This is an optimization exercise on Yosys and OpenROAD, whose aim is small area, not a production implementation. At most, simulation tests tie the RTL to the original design; equivalence was not proved. No driver is modelled on the clock port, so clock power and skew are understated where the tree is cut down; a real chip needs a root buffer or a tree. Power is estimated from default activity; no workload was simulated.

## main
module main (input clk,rst,key,output[5:0] DIG,output[7:0]DISPLAYOUT,output test,output change,output [1:0] out,output [7:0]cnt);
Settings: LEC_CHECK=0, ABC_AREA=1, CAP_MARGIN=20, CORE_MARGIN=2, CORE_UTILIZATION=40, SLEW_MARGIN=20; clock period 10.0 ns.
standard.sh (not shown) runs the stock make flow with config.mk's settings and CLKGATE_MAP_FILE= SYNTH_SCRIPT=/design/flow/synth_recipe.tcl, a recipe that flattens the netlist after the stock synthesis.
==> flow/flow/run.sh <==
#!/bin/bash
# Standard ORFS layout, with three changes to how it is made:
#  * ABC maps for area only (flow/abc_area.script replaces ORFS's, which
#    buffers and upsizes for speed; the 10 ns clock leaves ample slack),
#  * ports are buffered with buf_1 instead of the default buffer,
#  * the clock tree uses clkbuf_4 and no dummy loads.
set -euo pipefail
here=$PWD
rm -rf "$here/scripts"
cp -r "$FLOW_HOME/scripts" "$here/scripts"
cp "$here/flow/abc_area.script" "$here/scripts/abc_area.script"
export SCRIPTS_DIR="$here/scripts"
export BUFFER_PORTS_ARGS="-buffer_cell sky130_fd_sc_hd__buf_1"
export CTS_ARGS="-sink_clustering_enable -repair_clock_nets -dont_use_dummy_load -buf_list sky130_fd_sc_hd__clkbuf_16 -sink_clustering_size 60 -sink_clustering_max_diameter 400"
bash standard.sh finish > "$here/flow.log" 2>&1
==> flow/flow/abc_area.script <==
strash
ifraig
scorr
dc2
dch -f
amap
strash
dc2
dch -f
amap
topo
The first run ran to the end with no violations.
Change:
--- a/flow/flow/run.sh
+++ b/flow/flow/run.sh
@@ -13,3 +13,3 @@
 export BUFFER_PORTS_ARGS="-buffer_cell sky130_fd_sc_hd__buf_1"
-export CTS_ARGS="-sink_clustering_enable -repair_clock_nets -dont_use_dummy_load -buf_list sky130_fd_sc_hd__clkbuf_16 -sink_clustering_size 60 -sink_clustering_max_diameter 400"
+export CTS_ARGS="-sink_clustering_enable -repair_clock_nets -dont_use_dummy_load -buf_list sky130_fd_sc_hd__clkbuf_8"
 bash standard.sh finish > "$here/flow.log" 2>&1
=> Clock-buffer cell count stays the same. Clock power came out lower by about 30%. Setup slack gains 0.020 ns. Non-clock buffer count stays the same.

========
Another version of the RTL of main (not shown whole).
Size in the first run: about 270 cells after synthesis, about 54 flip-flops, about 29 I/O pins.
export LEC_CHECK = 0
export ABC_AREA = 1
export CAP_MARGIN = 20
export CORE_MARGIN = 2
export CORE_UTILIZATION = 65
export SLEW_MARGIN = 20
create_clock -name core_clock -period 10.0 [get_ports {clk}]
==> flow/flow/run.sh <==
#!/bin/bash
# Standard ORFS layout (bash standard.sh), with these changes to how it is made:
#  * synthesis extracts no half/full-adder cells, and ABC maps for area only
#    (flow/abc_area.script replaces ORFS's, which buffers and upsizes for
#    speed; the 10 ns clock leaves ample slack),
#  * ports are buffered with buf_1 instead of the default buffer,
#  * the clock tree (flow/cts.tcl): CTS with clkbuf_8, no dummy loads and no
#    non-default routing rule, then its root buffer is removed and its four
#    leaves merged in pairs into two clkbuf_16 fed by the clock port.
# make's output goes to flow.log; each ORFS step logs to orfs/logs/.
set -euo pipefail
here=$PWD
rm -rf "$here/scripts"
cp -r "$FLOW_HOME/scripts" "$here/scripts"
cp "$here/flow/abc_area.script" "$here/scripts/abc_area.script"
cp "$here/flow/cts.tcl" "$here/scripts/cts.tcl"
export SCRIPTS_DIR="$here/scripts"
export ADDER_MAP_FILE=""
export BUFFER_PORTS_ARGS="-buffer_cell sky130_fd_sc_hd__buf_1"
export CTS_ARGS="-sink_clustering_enable -repair_clock_nets -dont_use_dummy_load -apply_ndr none -buf_list sky130_fd_sc_hd__clkbuf_8"
export CLOCK_PORT_NET=clk
export CLOCK_LEAVES=2
export CLOCK_LEAF_BUFFER=sky130_fd_sc_hd__clkbuf_16
bash standard.sh finish > "$here/flow.log" 2>&1
Scripts as last shown in full above: flow/flow/abc_area.script
Other scripts of this flow, unchanged in this note and not shown: flow/flow/cts.tcl
The baseline completed with no timing, DRC or antenna violations.
Rerun with:
--- a/flow/flow/run.sh
+++ b/flow/flow/run.sh
@@ -6,5 +6,3 @@
 #  * ports are buffered with buf_1 instead of the default buffer,
-#  * the clock tree (flow/cts.tcl): CTS with clkbuf_8, no dummy loads and no
-#    non-default routing rule, then its root buffer is removed and its four
-#    leaves merged in pairs into two clkbuf_16 fed by the clock port.
+#  * the clock tree uses clkbuf_8 and no dummy loads.
 # make's output goes to flow.log; each ORFS step logs to orfs/logs/.
CORE_UTILIZATION = 40   (was 65)
Outcome:
- power rises by 0.56%
- setup slack stays flat
- cell area rises by 1.1%
- utilization falls by 28 points
- area after synthesis stays the same
Rerun with:
--- a/flow/flow/run.sh
+++ b/flow/flow/run.sh
@@ -6,3 +6,5 @@
 #  * ports are buffered with buf_1 instead of the default buffer,
-#  * the clock tree uses clkbuf_8 and no dummy loads.
+#  * the clock tree (flow/cts.tcl): CTS with clkbuf_8, no dummy loads and no
+#    non-default routing rule, then its root buffer is removed and its four
+#    leaves merged in pairs into two clkbuf_16 fed by the clock port.
 # make's output goes to flow.log; each ORFS step logs to orfs/logs/.
The new run produced a clean layout.
Routed wire length does not change.
Total power is unchanged.
Die area is unchanged.
Utilization is unchanged.

========
the previous run:
main, a different RTL version from the one above (not shown whole).
Size in the first run: roughly 360 cells after synthesis, about 57 flip-flops, about 29 I/O pins, ~0.0030 mm^2 of cells after synthesis.
export LEC_CHECK = 0
export CAP_MARGIN = 20
export CORE_MARGIN = 2
export CORE_UTILIZATION = 40
export SLEW_MARGIN = 20
create_clock -name core_clock -period 10.0 [get_ports {clk}]
==> flow/flow/run.sh <==
#!/bin/bash
# Standard ORFS layout with smaller port buffers and a clock tree without dummy loads.
set -euo pipefail
export BUFFER_PORTS_ARGS="-buffer_cell sky130_fd_sc_hd__buf_1"
export CTS_ARGS="-sink_clustering_enable -repair_clock_nets -dont_use_dummy_load -buf_list sky130_fd_sc_hd__clkbuf_4"
bash standard.sh finish > flow.log 2>&1
[inputs] the current run vs the previous run
- putting CTS_BUF_LIST at sky130_fd_sc_hd__clkbuf_4 where nothing was set
==> flow/run.sh (new file) <==
#!/bin/bash
# synth_recipe.tcl (not shown) runs the flow's synth.tcl, then flattens the netlist and writes it again
# the make line also repeats each setting of config.mk as NAME=value (left out here)
make -C /OpenROAD-flow-scripts/flow DESIGN_CONFIG=/design/flow/config.mk WORK_HOME=/design/flow/orfs CLKGATE_MAP_FILE= SYNTH_SCRIPT=/design/flow/synth_recipe.tcl finish
removed: flow/flow/run.sh
removed: flow/standard.sh
Results
Looking at fraction of power consumed by combinational cells, the current run sits 0.2 points above the previous run.
Looking only at total power after layout, and setting everything else aside, the higher value of the previous run and the current run goes to the current run.
Clock-pin transition on the worst setup and hold timing paths essentially unchanged between the previous run and the current run.
The current run reports a higher global-route usage than the previous run does.
Going from the previous run to the current run, part of the total power dissipated in sequential elements fell by 2.8 points; worst setup slack fell by 0.39 ns; number of clock-tree buffers in the layout rose by 1.
Function was not checked in any run of this note: the RTL went through the layout flow alone.

========
main, a different RTL version from the one above (not shown whole).
Size: roughly 290 cells after synthesis, about 29 I/O pins.
==> flow/config.mk <==
export PLATFORM = sky130hd
export DESIGN_NAME = main
export DESIGN_NICKNAME = main
export VERILOG_FILES = /design/flow/design.v
export SDC_FILE = /design/flow/constraint.sdc
export NUM_CORES = 4
export LEC_CHECK = 0
export ABC_AREA = 1
export CAP_MARGIN = 20
export CORE_MARGIN = 2
export CORE_UTILIZATION = 40
export SLEW_MARGIN = 20
==> flow/constraint.sdc <==
create_clock -name core_clock -period 10.0 [get_ports {clk}]
set_input_delay 2.0000 -clock core_clock [delete_from_list [all_inputs] [get_ports {clk}]]
set_output_delay 2.0000 -clock core_clock [all_outputs]
set_load 0.01 [all_outputs]
==> flow/flow/run.sh <==
#!/bin/bash
# Standard ORFS layout (bash standard.sh), with these changes to how it is made:
#  * synthesis extracts no half/full-adder cells, and ABC maps for area only
#    (flow/abc_area.script replaces ORFS's, which buffers and upsizes for
#    speed; the 10 ns clock leaves ample slack),
#  * ports are buffered with buf_1 instead of the default buffer,
#  * the clock tree uses clkbuf_8 and no dummy loads.
# make's output goes to flow.log; each ORFS step logs to orfs/logs/.
set -euo pipefail
here=$PWD
rm -rf "$here/scripts"
cp -r "$FLOW_HOME/scripts" "$here/scripts"
cp "$here/flow/abc_area.script" "$here/scripts/abc_area.script"
export SCRIPTS_DIR="$here/scripts"
export ADDER_MAP_FILE=""
export BUFFER_PORTS_ARGS="-buffer_cell sky130_fd_sc_hd__buf_1"
export CTS_ARGS="-sink_clustering_enable -repair_clock_nets -dont_use_dummy_load -buf_list sky130_fd_sc_hd__clkbuf_8 -sink_buffer_max_cap_derate 1.0 -sink_clustering_size 60 -sink_clustering_max_diameter 1000"
bash standard.sh finish > "$here/flow.log" 2>&1
Scripts as last shown in full above: flow/flow/abc_area.script
The baseline went through all stages and came out clean.
Change:
--- a/flow/flow/run.sh
+++ b/flow/flow/run.sh
@@ -17 +17 @@
-export CTS_ARGS="-sink_clustering_enable -repair_clock_nets -dont_use_dummy_load -buf_list sky130_fd_sc_hd__clkbuf_8 -sink_buffer_max_cap_derate 1.0 -sink_clustering_size 60 -sink_clustering_max_diameter 1000"
+export CTS_ARGS="-repair_clock_nets -dont_use_dummy_load -buf_list sky130_fd_sc_hd__clkbuf_16 -root_buf sky130_fd_sc_hd__clkbuf_16"
Total power goes up by 14%.
Die area stays the same.
Worst setup slack gains 0.014 ns.
Change:
--- a/flow/flow/run.sh
+++ b/flow/flow/run.sh
@@ -17 +17 @@
-export CTS_ARGS="-repair_clock_nets -dont_use_dummy_load -buf_list sky130_fd_sc_hd__clkbuf_16 -root_buf sky130_fd_sc_hd__clkbuf_16"
+export CTS_ARGS="-sink_clustering_enable -repair_clock_nets -dont_use_dummy_load -buf_list sky130_fd_sc_hd__clkbuf_8"
=> The new run completed without violations. Core utilization fell by 1.0 points. Design area fell by 2.2%. Sequential cell count does not change.

========
Another version of the RTL of main (not shown whole).
For scale: about 54 flip-flops, about 29 I/O pins, roughly 2200 um2 of cells after synthesis.
Settings: LEC_CHECK=0, ABC_AREA=1, CAP_MARGIN=20, CORE_MARGIN=2, CORE_UTILIZATION=40, SLEW_MARGIN=20; clock period 10.0 ns.
==> flow/flow/run.sh <==
#!/bin/bash
# Standard ORFS layout (bash standard.sh), with these changes to how it is made:
#  * synthesis extracts no half/full-adder cells, and ABC restructures the
#    logic (&deepsyn, 30 s) and maps it for area only
#    (flow/abc_area.script replaces ORFS's, which buffers and upsizes for
#    speed; the 10 ns clock leaves ample slack),
#  * ports are buffered with buf_1 instead of the default buffer,
#  * the clock tree (flow/cts.tcl): CTS with clkbuf_8, no dummy loads and no
#    non-default routing rule, then its root buffer is removed and its four
#    leaves merged in pairs into two clkbuf_16 fed by the clock port.
# make's output goes to flow.log; each ORFS step logs to orfs/logs/.
set -euo pipefail
here=$PWD
rm -rf "$here/scripts"
cp -r "$FLOW_HOME/scripts" "$here/scripts"
cp "$here/flow/abc_area.script" "$here/scripts/abc_area.script"
cp "$here/flow/cts.tcl" "$here/scripts/cts.tcl"
export SCRIPTS_DIR="$here/scripts"
export ADDER_MAP_FILE=""
export BUFFER_PORTS_ARGS="-buffer_cell sky130_fd_sc_hd__buf_1"
export CTS_ARGS="-sink_clustering_enable -repair_clock_nets -dont_use_dummy_load -apply_ndr none -buf_list sky130_fd_sc_hd__clkbuf_8"
export CLOCK_PORT_NET=clk
export CLOCK_LEAVES=2
export CLOCK_LEAF_BUFFER=sky130_fd_sc_hd__clkbuf_16
bash standard.sh finish > "$here/flow.log" 2>&1
==> flow/flow/abc_area.script <==
strash
ifraig
scorr
&get -n
&deepsyn -T 30
&put
dch -f
amap
strash
dc2
dch -f
amap
topo
Other scripts of this flow, unchanged in this note and not shown: flow/flow/cts.tcl
Next try:
--- a/flow/flow/run.sh
+++ b/flow/flow/run.sh
@@ -3,2 +3 @@
-#  * synthesis extracts no half/full-adder cells, and ABC restructures the
-#    logic (&deepsyn, 30 s) and maps it for area only
+#  * synthesis extracts no half/full-adder cells, and ABC maps for area only
==> flow/flow/abc_area.script (replaced) <==
strash
ifraig
scorr
dc2
dch -f
amap
strash
dc2
dch -f
amap
topo
Outcome: The changed run went through all stages and came out clean; flip-flop and latch count does not change; non-clock buffer count rises by 2; power falls slightly.
Next try:
--- a/flow/config.mk
+++ b/flow/config.mk
@@ -9 +9 @@
-export CAP_MARGIN = 20
+export CAP_MARGIN = 0
@@ -12 +12 @@
-export SLEW_MARGIN = 20
+export SLEW_MARGIN = 0
Power is unchanged.
Setup slack stays the same.
Sequential share of layout area does not change.
Cell area stays the same.
Non-clock buffer count stays the same.
Fmax is unchanged.
Critical path depth does not change.
First-iteration DRC count stays the same.
Clock power stays flat.

========
== the reference run ==
The RTL this note starts from:
==> flow/design.v <==
`timescale 1ns/10ps
module main (input clk,rst,key,output[5:0] DIG,output[7:0]DISPLAYOUT,output test,output change,output [1:0] out,output [7:0]cnt);
reg [5:0] c50;
reg [3:0] c10;
wire end50 = (c50 == 6'd49);
wire tick_1ms = (c50 == 6'd24);
wire tick_10ms = end50 & (c10 == 4'd4);
always @(posedge clk) begin
  if (rst) begin c50 <= 0; c10 <= 0; end
  else begin
    c50 <= end50 ? 6'd0 : c50 + 6'd1;
    if (end50) c10 <= (c10 == 4'd9) ? 4'd0 : c10 + 4'd1;
  end
end
reg key_out;
reg [3:0] run;
wire flip = (run == 4'd10);
always @(posedge clk) begin
  if (rst) begin key_out <= 0; run <= 0; end
  else begin
    if (flip) begin key_out <= ~key_out; run <= 0; end
    else if (tick_10ms) run <= (key == key_out) ? run + 4'd1 : 4'd0;
  end
end
assign test = key_out;
reg lvl;
reg [7:0] win;
reg [1:0] o;
always @(posedge clk) begin
  if (rst) begin lvl <= 0; win <= 8'd255; o <= 2'b01; end
  else begin
    if (tick_1ms && key_out != lvl) begin
      lvl <= key_out;
      win <= 0;
      if (key_out) o <= {1'b0, win >= 8'd200};
      else o <= {1'b1, win >= 8'd100};
    end else if (tick_10ms && win != 8'd200) win <= win + 8'd1;
  end
end
assign out = o;
reg [9:0] state;
reg chg, EN;
always @(posedge clk) begin
  if (rst) begin state <= 0; chg <= 0; EN <= 0; end
  else begin
    EN <= ~o[1];
    if (o == 2'b01) begin chg <= 1; state <= 0; end
    else if (o[1] & EN) begin state <= {state[7:0], 1'b1, o[0]}; chg <= 0; end
  end
end
assign change = chg;
assign cnt = state[7:0];
reg [3:0] N, N34, N56;
reg [3:0] dec;
always @* begin
  case (state)
    10'b1111111111: dec = 4'd0;
    10'b1011111111: dec = 4'd1;
    10'b1010111111: dec = 4'd2;
    10'b1010101111: dec = 4'd3;
    10'b1010101011: dec = 4'd4;
    10'b1010101010: dec = 4'd5;
    10'b1110101010: dec = 4'd6;
    10'b1111101010: dec = 4'd7;
    10'b1111111010: dec = 4'd8;
    10'b1111111110: dec = 4'd9;
    default: dec = 4'd15;
  endcase
end
always @(posedge clk) begin
  if (rst) begin N <= 4'd15; N34 <= 4'd15; N56 <= 4'd15; end
  else begin
    if (tick_1ms) N <= dec;
    if (o == 2'b01 && !chg) begin N34 <= N; N56 <= N34; end
  end
end
reg [2:0] pos;
reg [3:0] nib;
wire [2:0] npos = (pos >= 3'd5) ? 3'd0 : pos + 3'd1;
reg [3:0] ch;
always @* begin
  case (npos[2:1])
    2'd0: ch = N;
    2'd1: ch = N34;
    default: ch = N56;
  endcase
end
wire valid = (ch != 4'd15);
always @(posedge clk) begin
  if (rst) begin pos <= 3'd7; nib <= 4'd15; end
  else if (tick_1ms) begin
    pos <= npos;
    nib <= npos[0] ? (valid ? 4'd3 : 4'd0) : (valid ? ch : 4'd0);
  end
end
reg [7:0] seg;
always @* begin
  case (nib)
    4'd0: seg = 8'h3f;
    4'd1: seg = 8'h06;
    4'd2: seg = 8'h5b;
    4'd3: seg = 8'h4f;
    4'd4: seg = 8'h66;
    4'd5: seg = 8'h6d;
    4'd6: seg = 8'h9b;
    4'd7: seg = 8'h07;
    4'd8: seg = 8'h7f;
    4'd9: seg = 8'h6f;
    default: seg = 8'h00;
  endcase
end
assign DISPLAYOUT = seg;
assign DIG = (pos == 3'd7) ? 6'b000000 : ~(6'b000001 << pos);
endmodule
Settings: LEC_CHECK=0, CAP_MARGIN=20, CORE_MARGIN=2, CORE_UTILIZATION=40, SLEW_MARGIN=20; clock period 10.0 ns.
run.sh (not shown) runs the stock make flow with config.mk's settings and CLKGATE_MAP_FILE= SYNTH_SCRIPT=/design/flow/synth_recipe.tcl, a recipe that flattens the netlist after the stock synthesis.
Stock flow here: none of the scripts above is used.
diff inputs: the reference run => the trial run
Settings: CTS_CLUSTER_SIZE newly set to 64; CTS_CLUSTER_DIAMETER newly set to 200; CTS_BUF_LIST newly set to sky130_fd_sc_hd__clkbuf_4.
Notes after the runs:
- Cell area, the reference run and the trial run: higher on the reference run
- The trial run vs the reference run: upper clock frequency limit up
- Reported for the reference run and the trial run, setup total negative slack turned out identical to the last digit.

[static timing again, ports no longer ideal]
No port has a modelled driver above. Below, the same layouts with a new extraction and two added sets of constraints.
Step 1 sets driving cells, clkbuf_16 on the clock port and buf_2 on the other inputs (assumed; they add their load-dependent delay and slew).
Step 2 adds t to the input delays and takes it off the output delays; t is the mean of the earliest and latest rising clock arrival at the registers after step 1. Input paths then give back, and output paths get back, about the clock's delay inside the block.
Three values: ideal ports, drivers, drivers and shift; two values: the first two.
run	t, ns	setup slack, ns	latest minus earliest clock arrival (ns)
the first run of note 1	0.315	6.304 / 6.310 / 5.995	0.010 / 0.009
the second run of note 1	0.324	6.324 / 6.329 / 6.005	0.019 / 0.019
the first run of note 2	0.199	6.711 / 6.668 / 6.867	0.006 / 0.006
the second run of note 2	0.203	6.709 / 6.666 / 6.867	0.008 / 0.009
the third run of note 2	0.203	6.709 / 6.666 / 6.867	0.008 / 0.009
the previous run	0.414	6.408 / 6.382 / 6.797	0.030 / 0.029
the current run	0.410	6.019 / 5.991 / 6.401	0.012 / 0.012
the first run of note 4	0.323	6.572 / 6.545 / 6.867	0.012 / 0.013
the second run of note 4	0.312	6.586 / 6.554 / 6.866	0.007 / 0.007
the third run of note 4	0.323	6.572 / 6.545 / 6.867	0.012 / 0.013
the first run of note 5	0.204	6.157 / 6.176 / 5.972	0.010 / 0.011
the second run of note 5	0.198	6.675 / 6.635 / 6.582	0.017 / 0.016
the third run of note 5	0.198	6.675 / 6.635 / 6.582	0.017 / 0.016
the reference run	0.365	4.824 / 4.833 / 4.468	0.007 / 0.006
the trial run	0.432	4.950 / 4.958 / 4.525	0.011 / 0.011
After both steps setup and hold are still met in every run listed. For the trial run, which loses most, drivers alone change the setup slack by +0.008 ns; drivers and shift together by -0.425 ns.
